Context: an optimization exercise on an open-source flow, tuned for small area and a short achievable clock period. The choices shown serve that exercise and are no tape-out recipe. In this exercise RTL edits were held to simulation tests only and were not proved equivalent to the original. Power figures rest on the tool's default switching activity, not on a simulated workload.

// ALU_TOP
module ALU_TOP (
  input  wire [15:0] A,
  input  wire [15:0] B,
  input  wire [3:0]  ALU_FUN,
  input  wire        CLK,
  input  wire        RST,
  output wire [31:0] Arith_OUT,
  output wire [15:0] Logic_OUT,
  output wire [15:0] Shift_OUT,
  output wire [2:0]  CMP_OUT,
  output wire        Arith_FLAG,
  output wire        Carry_OUT,
  output wire        Logic_FLAG,
  output wire        Shift_FLAG,
  output wire        CMP_FLAG
);
  wire [0:0] s1x15 = A[15];
  wire s115_P0 = ~(s1x15[0] ^ B[0]);
  wire s115_G0 = s1x15[0] | ~B[0];
  wire [0:0] s1d15;
  assign s1d15[0] = ~s115_P0;
  wire q15 = ~|B[15:1] & s115_G0;
  wire [0:0] s1r15 = q15 ? s1d15 : s1x15;
  wire [1:0] s1x14 = {s1r15, A[14]};
  wire s114_P0 = ~(s1x14[0] ^ B[0]);
  wire s114_G0 = s1x14[0] | ~B[0];
  wire s114_P1 = ~(s1x14[1] ^ B[1]);
  wire s114_G1 = s1x14[1] & ~B[1];
  wire s114_g1_1 = s114_G1 | (s114_P1 & s114_G0);
  wire s114_p1_1 = s114_P1 & s114_P0;
  wire [1:0] s1d14;
  assign s1d14[0] = ~s114_P0;
  assign s1d14[1] = s114_P1 ^ s114_G0;
  wire q14 = ~|B[15:2] & s114_g1_1;
  wire [1:0] s1r14 = q14 ? s1d14 : s1x14;
  wire [2:0] s1x13 = {s1r14, A[13]};
  wire s113_P0 = ~(s1x13[0] ^ B[0]);
  wire s113_G0 = s1x13[0] | ~B[0];
  wire s113_P1 = ~(s1x13[1] ^ B[1]);
  wire s113_G1 = s1x13[1] & ~B[1];
  wire s113_P2 = ~(s1x13[2] ^ B[2]);
  wire s113_G2 = s1x13[2] & ~B[2];
  wire s113_g1_1 = s113_G1 | (s113_P1 & s113_G0);
  wire s113_p1_1 = s113_P1 & s113_P0;
  wire s113_g2_2 = s113_G2 | (s113_P2 & s113_g1_1);
  wire s113_p2_2 = s113_P2 & s113_p1_1;
  wire [2:0] s1d13;
  assign s1d13[0] = ~s113_P0;
  assign s1d13[1] = s113_P1 ^ s113_G0;
  assign s1d13[2] = s113_P2 ^ s113_g1_1;
  wire q13 = ~|B[15:3] & s113_g2_2;
  wire [2:0] s1r13 = q13 ? s1d13 : s1x13;
  wire [3:0] s1x12 = {s1r13, A[12]};
  wire s112_P0 = ~(s1x12[0] ^ B[0]);
  wire s112_G0 = s1x12[0] | ~B[0];
  wire s112_P1 = ~(s1x12[1] ^ B[1]);
  wire s112_G1 = s1x12[1] & ~B[1];
  wire s112_P2 = ~(s1x12[2] ^ B[2]);
  wire s112_G2 = s1x12[2] & ~B[2];
  wire s112_P3 = ~(s1x12[3] ^ B[3]);
  wire s112_G3 = s1x12[3] & ~B[3];
  wire s112_g1_1 = s112_G1 | (s112_P1 & s112_G0);
  wire s112_p1_1 = s112_P1 & s112_P0;
  wire s112_g1_3 = s112_G3 | (s112_P3 & s112_G2);
  wire s112_p1_3 = s112_P3 & s112_P2;
  wire s112_g2_2 = s112_G2 | (s112_P2 & s112_g1_1);
  ...
export LEC_CHECK = 0
export ABC_AREA = 1
export CAP_MARGIN = 20
export CORE_MARGIN = 2
export CORE_UTILIZATION = 40
export SLEW_MARGIN = 20
export SYNTH_HIERARCHICAL = 1
export SYNTH_MINIMUM_KEEP_SIZE = 0
create_clock -name core_clock -period 110.0 [get_ports {CLK}]
standard.sh (not shown) runs the stock make flow with config.mk's settings and CLKGATE_MAP_FILE= SYNTH_SCRIPT=/design/flow/synth_recipe.tcl, a recipe that flattens the netlist after the stock synthesis.
==> flow/flow/run.sh <==
#!/bin/bash
set -euo pipefail
bash standard.sh SETUP_SLACK_MARGIN=76 finish > standard.log 2>&1
The baseline passed the timing, design-rule and antenna checks.
==> next run, changes <==
==> flow/run.sh (new file) <==
#!/bin/bash
# synth_recipe.tcl (not shown) runs the flow's synth.tcl, then flattens the netlist and writes it again
# the make line also repeats each setting of config.mk as NAME=value (left out here)
make -C /OpenROAD-flow-scripts/flow DESIGN_CONFIG=/design/flow/config.mk WORK_HOME=/design/flow/orfs CLKGATE_MAP_FILE= SYNTH_SCRIPT=/design/flow/synth_recipe.tcl finish
- CAP_MARGIN: 20 -> 80
- SLEW_MARGIN: 20 -> 80
removed: flow/flow/run.sh
removed: flow/standard.sh
Synthesized area does not change.
Setup slack is worse by 1.8 ns.
Sequential share of layout area rose by 0.33 points.
Via count fell by 2.6%.
Total power is lower by 0.99%.
Worst hold slack hardly moves.
Global-route usage is lower by 0.70 points.
Non-clock buffer count went down by 68.
Routed wire length is lower by about 6%.
==> next run, changes <==
==> flow/flow/run.sh (new file) <==
#!/bin/bash
set -euo pipefail
bash standard.sh SETUP_SLACK_MARGIN=79 finish > standard.log 2>&1
==> flow/standard.sh (new file) <==
#!/bin/bash
# synth_recipe.tcl (not shown) runs the flow's synth.tcl, then flattens the netlist and writes it again
# the make line also repeats each setting of config.mk as NAME=value (left out here)
make -C /OpenROAD-flow-scripts/flow DESIGN_CONFIG=/design/flow/config.mk WORK_HOME=/design/flow/orfs CLKGATE_MAP_FILE= SYNTH_SCRIPT=/design/flow/synth_recipe.tcl "${@:-finish}"
- CAP_MARGIN: 80 -> 20
- SLEW_MARGIN: 80 -> 20
removed: flow/run.sh
Effect: Cell area went up by 14%. Via count increases by 7.8%. Power increases by 4.1%.

========
Setup of lane 1:
Starting RTL as in the previous note.
export LEC_CHECK = 0
export ABC_AREA = 1
export CAP_MARGIN = 80
export CORE_MARGIN = 2
export CORE_UTILIZATION = 40
export SLEW_MARGIN = 80
export SYNTH_HIERARCHICAL = 1
export SYNTH_MINIMUM_KEEP_SIZE = 0
create_clock -name core_clock -period 110.0 [get_ports {CLK}]
==> flow/flow/run.sh <==
#!/bin/bash
set -euo pipefail
bash standard.sh "BUFFER_PORTS_ARGS=-buffer_cell sky130_fd_sc_hd__buf_1" finish > standard.log 2>&1
For lane 2, these inputs were changed with respect to lane 1:
- swapping 80 for 20 in CAP_MARGIN
- swapping 80 for 20 in SLEW_MARGIN
==> flow/run.sh (new file) <==
#!/bin/bash
# synth_recipe.tcl (not shown) runs the flow's synth.tcl, then flattens the netlist and writes it again
# the make line also repeats each setting of config.mk as NAME=value (left out here)
make -C /OpenROAD-flow-scripts/flow DESIGN_CONFIG=/design/flow/config.mk WORK_HOME=/design/flow/orfs CLKGATE_MAP_FILE= SYNTH_SCRIPT=/design/flow/synth_recipe.tcl finish
removed: flow/flow/run.sh
removed: flow/standard.sh
--- outcome ---
- Lane 2 against lane 1; non-filler instance count after layout is down slightly.
- As far as number of top-level pins goes, lane 2 and lane 1 are indistinguishable; the numbers are identical.
- Setup slack: lane 2 less than lane 1
- Any difference in clock slew seen by the registers of the worst setup and hold paths between lane 1 and lane 2 is small enough to ignore.
- Lane 2 vs lane 1, source of the critical timing path: b_r[3] vs a_r[6]
- Sort lane 1 and lane 2 by fraction of the cycle the final worst path needs desc -> top: lane 2
- The internal power summed over all cells number comes out lower for lane 2 vs lane 1.

==> static timing again, ports no longer ideal <==
Ports are ideal in the flow. The routed layouts listed here were re-timed in OpenROAD. Step 1, drivers: a clkbuf_16 drives CLK and a buf_2 each remaining input, both assumed. Step 2 adds t to the input delays and takes it off the output delays; t is the mean of the earliest and latest rising clock arrival at the registers after step 1. Input paths then give back, and output paths get back, about the clock's delay inside the block. a / b / c = no drivers / after step 1 / after step 2; a / b = the first two.
| run | t, ns | setup WS [ns] | worst setup path at the end | worst data-port slew with drivers (ns) |
|---|---|---|---|---|
| the first run of note 1 | 0.370 | 76.377 / 76.397 / 76.027 | input to register | 0.04 |
| the second run of note 1 | 0.366 | 74.615 / 74.569 / 74.812 | input to register | 0.04 |
| the third run of note 1 | 0.370 | 76.853 / 76.804 / 76.738 | input to register | 0.06 |
| lane 1 | 0.366 | 74.970 / 74.922 / 75.120 | input to register | 0.04 |
| lane 2 | 0.369 | 72.082 / 72.038 / 72.407 | register to output | 0.04 |
After both steps every run listed still meets setup and hold. For the first run of note 1, which loses most, drivers alone change the setup slack by +0.020 ns; drivers and shift together by -0.350 ns.
